Source: an optimization exercise on an open RTL-to-GDS flow (aim: small area and a short achievable clock period). Production flows keep margins and buffers that such runs may drop.
In this exercise RTL edits were held to simulation tests only and were not proved equivalent to the original.
Power figures rest on the tool's default switching activity, not on a simulated workload.

==> flow/run.sh <==
#!/bin/bash
# synth_recipe.tcl (not shown) runs the flow's synth.tcl, then flattens the netlist and writes it again
# the make line also repeats each setting of config.mk as NAME=value (left out here)
make -C /OpenROAD-flow-scripts/flow DESIGN_CONFIG=/design/flow/config.mk WORK_HOME=/design/flow/orfs CLKGATE_MAP_FILE= SYNTH_SCRIPT=/design/flow/synth_recipe.tcl finish
==> flow/config.mk <==
export PLATFORM = sky130hd
export DESIGN_NAME = mips
export DESIGN_NICKNAME = mips
export VERILOG_FILES = /design/flow/design.v
export SDC_FILE = /design/flow/constraint.sdc
export NUM_CORES = 4
export LEC_CHECK = 0
export CAP_MARGIN = 20
export CORE_MARGIN = 2
export CORE_UTILIZATION = 40
export SETUP_SLACK_MARGIN = 1.5
export SLEW_MARGIN = 20
export SYNTH_HIERARCHICAL = 1
==> flow/constraint.sdc <==
create_clock -name core_clock -period 10.0 [get_ports {clk}]
set_input_delay 2.0000 -clock core_clock [delete_from_list [all_inputs] [get_ports {clk}]]
set_output_delay 2.0000 -clock core_clock [all_outputs]
set_load 0.01 [all_outputs]
==> flow/design.v <==
module mips(
    input  wire        clk, reset,
    output wire [31:0] pc,
    input  wire [31:0] instruction,
    output wire        mem_write,
    output wire [31:0] writeData,
    input  wire [31:0] readData,
    output wire [31:0] Result
);
wire [5:0]  op  = instruction[31:26];
wire [5:0]  fn  = instruction[5:0];
wire [4:0]  ra1 = instruction[25:21];
wire [4:0]  ra2 = instruction[20:16];
wire [4:0]  rd  = instruction[15:11];
wire [15:0] imm = instruction[15:0];
wire is_r    = ~op[5] & ~op[3] & ~op[2] & ~op[1];    
wire is_beq  = ~op[5] & ~op[3] &  op[2];             
wire is_j    = ~op[5] & ~op[3] & ~op[2] &  op[1];    
wire is_jal  = is_j & op[0];                         
wire is_lw   =  op[5] & ~op[3];                      
wire is_sw   =  op[5] &  op[3];                      
wire is_iop  = ~op[5] &  op[3];                      
wire is_addi = is_iop & ~op[2];                      
wire is_ori  = is_iop &  op[2] & ~op[1];             
wire is_lui  = is_iop &  op[1];                      
wire is_alur = is_r & fn[5];                         
wire is_jr   = is_r & ~fn[5];                        
reg  [31:0] rf [1:31];
wire [31:0] sel1, sel2;
wire [31:0] rs_v, rt_v;
wire [32*31-1:0] rf_flat;
genvar g;
generate
    for (g = 1; g < 32; g = g + 1) begin : flat
        assign rf_flat[32*(g-1) +: 32] = rf[g];
    end
endgenerate
dec5 d1 (.a(ra1), .y(sel1));
dec5 d2 (.a(ra2), .y(sel2));
rdmux m1 (.sel(sel1[31:1]), .d(rf_flat), .y(rs_v));
rdmux m2 (.sel(sel2[31:1]), .d(rf_flat), .y(rt_v));
integer i;
wire        sub  = (is_r & fn[1]) | is_beq;          
wire [31:0] immb = is_r ? 32'd4 : is_ori ? {16'd0, imm} : {{16{imm[15]}}, imm};
wire [31:0] b    = (is_alur | is_beq) ? rt_v : immb;
wire [31:0] sum;
wire        cout, pall;
ks_add32 add (.a(rs_v), .b(b ^ {32{sub}}), .cin(sub), .s(sum), .cout(cout), .pall(pall));
wire        ltu  = ~cout;
wire s_sum = (is_alur & ~fn[2] & ~fn[3]) | is_addi;
wire s_and = is_alur & fn[2] & ~fn[0];
wire s_or  = (is_alur & fn[2] & fn[0]) | is_ori;
wire s_slt = is_alur & fn[3];
wire [31:0] wd = (sum & {32{s_sum}})
               | ((rs_v & b) & {32{s_and}})
               | ((rs_v | b) & {32{s_or}})
               | {31'd0, ltu & s_slt}
               | ({imm, 16'd0} & {32{is_lui}})
               | (readData & {32{is_lw}})
               | (pc & {32{is_jal}});
wire       we = is_alur | is_iop | is_lw | is_jal;
wire [4:0] wa = is_jal ? 5'd31 : is_r ? rd : ra2;
always @(posedge clk)
    for (i = 1; i < 32; i = i + 1)
        if (we && wa == i) rf[i] <= wd;
reg  [31:0] pc_q;
wire [29:0] pc4   = pc_q[31:2] + 30'd1;
wire [29:0] pcbr  = pc4 + {{14{imm[15]}}, imm};
wire        taken = is_beq & pall;
wire [31:0] pc_next = is_j  ? {pc4[29:26], instruction[25:0], 2'b00}
                    : is_jr ? sum
                    : taken ? {pcbr, 2'b00}
                    :         {pc4, 2'b00};
always @(posedge clk, posedge reset)
    if (reset) pc_q <= 32'd0;
    else       pc_q <= pc_next;
assign pc        = pc_q;
assign mem_write = is_sw;
assign writeData = rt_v;
assign Result    = sum;
endmodule
module dec5(input wire [4:0] a, output wire [31:0] y);
genvar g;
generate
    for (g = 0; g < 32; g = g + 1) begin : d
        assign y[g] = (a == g);
    end
endgenerate
endmodule
module rdmux(input wire [30:0] sel, input wire [32*31-1:0] d, output reg [31:0] y);
integer k;
always @(*) begin
    y = 32'd0;
    for (k = 0; k < 31; k = k + 1)
        y = y | (d[32*k +: 32] & {32{sel[k]}});
end
endmodule
module ks_add32(input wire [31:0] a, b, input wire cin,
                output wire [31:0] s, output wire cout, output wire pall);
wire [31:0] p0 = a ^ b;
wire [31:0] g0 = (a & b) | {31'd0, p0[0] & cin};
wire [31:0] g1, p1, g2, p2, g3, p3, g4, p4, g5, p5;
assign g1 = g0 | (p0 & {g0[30:0], 1'b0});
assign p1 = p0 & {p0[30:0], 1'b1};
assign g2 = g1 | (p1 & {g1[29:0], 2'b0});
assign p2 = p1 & {p1[29:0], 2'b11};
assign g3 = g2 | (p2 & {g2[27:0], 4'b0});
assign p3 = p2 & {p2[27:0], 4'hf};
assign g4 = g3 | (p3 & {g3[23:0], 8'b0});
assign p4 = p3 & {p3[23:0], 8'hff};
assign g5 = g4 | (p4 & {g4[15:0], 16'b0});
assign p5 = p4 & {p4[15:0], 16'hffff};
assign s    = p0 ^ {g5[30:0], cin};
assign cout = g5[31];
assign pall = p5[31];
endmodule
==> results.txt <==
-- flip-flops by register name, indices dropped and copies added, names as in the netlist --
signal and flops:
pc_q 32, rf 992
-- path summary, 6_finish.rpt --
path	startpoint	end	slack, ps	depth (start not counted)
setup / recovery	instruction[19]	Result[31]	1390	22
hold / removal	pc_q[31]	pc_q[31]	760	3
setup reg to reg	rf[2][0]	rf[9][20]	4440	23
hold reg to reg	pc_q[31]	pc_q[31]	760	3
max in group asynchronous	reset	pc_q[12]	7930	3
min in group asynchronous	reset	pc_q[23]	1710	3
-- worst max-delay path: stages --
cell	delay, ps
buf_8	90
buf_6	120
nand3b_1	190
buf_6	170
nor2_4	60
buf_4	190
buf_4	190
a22oi_1	170
nand4_1	260
or4_4	600
a22oi_2	250
xnor2_1	110
ha_1	380
a21oi_2	340
o211ai_1	220
buf_4	180
a31oi_1	150
o21ai_0	120
a31o_4	240
a31o_1	220
a21oi_2	170
buf_2	160
-- through the flow --
step                cells  hold slack, ps   util  total power, W  cell area (sq um)
global placement     5411             755  0.449         0.00761              54000
CTS                  5664             759  0.486          0.0114              58500
detailed placement   5411             751  0.449         0.00762              54000
finish               5695             762  0.491          0.0116              59100
global route         5695             834  0.491          0.0119              59100
floorplan            3636             712      -         0.00642              48600
-- power by group through the flow --
stage	clock, W	combinational [W]	sequential, W
2_1_floorplan	0	0.00127	0.00515
3_3_place_gp	0	0.00245	0.00517
3_5_place_dp	0	0.00245	0.00517
4_1_cts	0.00381	0.00256	0.00508
5_1_grt	0.00398	0.00287	0.00509
6_report	0.00379	0.00273	0.00508
-- metal layers --
layer / global-route usage / vias up / routed length, um
li1: - / 16100 / -
met1: 0.393 / 19900 / 73400
met2: 0.471 / 2912 / 87100
met3: 0.0987 / 627 / 26100
met4: 0.174 / 6 / 13300
met5: 0 / - / 35
-- layout make-up --
type / instances / area [sq um] / share of cell area
timing repair buffer: 506 / 4610 / 0.0780
sequential: 1024 / 30600 / 0.517
clock inverter: 66 / 536 / 0.00906
inverter: 16 / 60.1 / 0.00102
multi-input combinational: 2344 / 18600 / 0.314
tap: 1612 / 2020 / 0.0341
clock buffer: 127 / 2730 / 0.0462
-- repair_timing --
action                     in CTS  in global routing
setup buffers                  58                 29
cloned                          2                  1
pin swaps                      62                 86
gates resized for setup       278                118
hold buffers                    0                  0
setup endpoints to repair      30                 24
==> flow_metrics.tcl <==
set metrics [dict create \
    finalMaxSlewViolations 0 \
    path_class "in2out" \
    grt_usage 0.311 \
    vdd_drop_max_uv 158 \
    start_kind "input pin" \
    post-route-period-util 0.861 \
    clk_root_buffer_cell "clkbuf_16" \
    grt_setup_unrepaired "true" \
    power_switching_share 0.297 \
    fmax_mhz 116 \
    postRouteWirelength_mm 200 \
    finalSetupViolations 0 \
    syn-num-nets 3774 \
    htree_num_levels 3 \
    worstPathRequired_ps 8000 \
    drc 0 \
    std_cell_rows 127 \
    grt_pass1_wl_mm 278 \
    power_density_mw_per_mm2 196 \
    hold_violations 0 \
    drive_above_1_share 0.220 \
    dp_slack_ps -127 \
    grt_pass1_vias 37700 \
    die-height_um 353 \
    p_leak_nw 19.3 \
    syn2layout_area_growth_pct 21.6 \
    outcome "timing/DRC/antenna clean" \
    antenna_found_initial 10 \
    numCtsBuffers 106 \
    intPower_w 0.00815 \
    vias 39600 \
    fp.dieArea_sq_mm 0.124 \
    end_kind "output pin" \
    clkSlewWorstSetupHoldPaths_ps 60 \
    dp_hpwl_mm 126 \
    clock-sinks 1024 \
    critPathMaxFanout 5 \
    layout_common_cells "992 x edfxtp_1, 763 x a22oi_1, 276 x buf_4" \
    drt-initial-drc-count 6422 \
    core-area_sq_mm 0.120 \
    setup_slack_ps 1390 \
    final_common_cell "edfxtp_1" \
    worstMarginPinSlew_ps 1120 \
    fill_cells 10500 \
    grt-ovfl-total 0 \
    portBuffers 161 \
    p_sw_w 0.00345 \
    cap_violations 0 \
    yosysWarnings 9 \
    syn_area_per_cell_sq_um 13.4 \
    p_seq_frac 0.438 \
    tns_ps 0 \
    p_clk_frac 0.327 \
    clockBufferDepth 3 \
    cts_tree "built" \
    comb_power_share 0.235 \
    synthesis.area_sq_mm 0.0486 \
    critical_path_arrival_ps 6610 \
    synth_cells 3636 \
    wl_per_cell_um 35.1 \
    hold_path.class "reg2reg" \
    dr.pass1.iters 9 \
    ioPinCount 163 \
    maxSlewHeadroom 0.250 \
    grt_max_degree 65 \
    ant_nets 0 \
    nNetsFinal 4136 \
    viasPerCell 6.95 \
    skew_ps 53.1 \
    clock_latency_ps 730 \
    diodes 0 \
    layout_min_cycle_time_ps 8610 \
    gp_congestion 0.969 \
    die_w_um 353 \
    start_util 0.404 \
]

==> re-timing with driven ports <==
In the flow no input, the clock included, has a driving cell. The finished layout below was timed again as built, in two steps.
Step 1: set_driving_cell puts a clkbuf_16 on clk and a buf_2 on each other input, an assumption about the parent block.
Step 2, shift: input delay + t, output delay - t, t = (earliest + latest rising clock arrival at the registers) / 2. This alone moves slack from input paths to output paths.
Three values: no drivers, after step 1, after step 2; two values: the first two.
t, ns: 0.786
slack for setup (ns): 1.389 / 1.336 / 1.336
latest minus earliest clock arrival (ns): 0.053 / 0.053
After both steps setup and hold are still met in this run. The setup slack of this run moves by -0.053 ns with the drivers and by -0.053 ns with both steps.
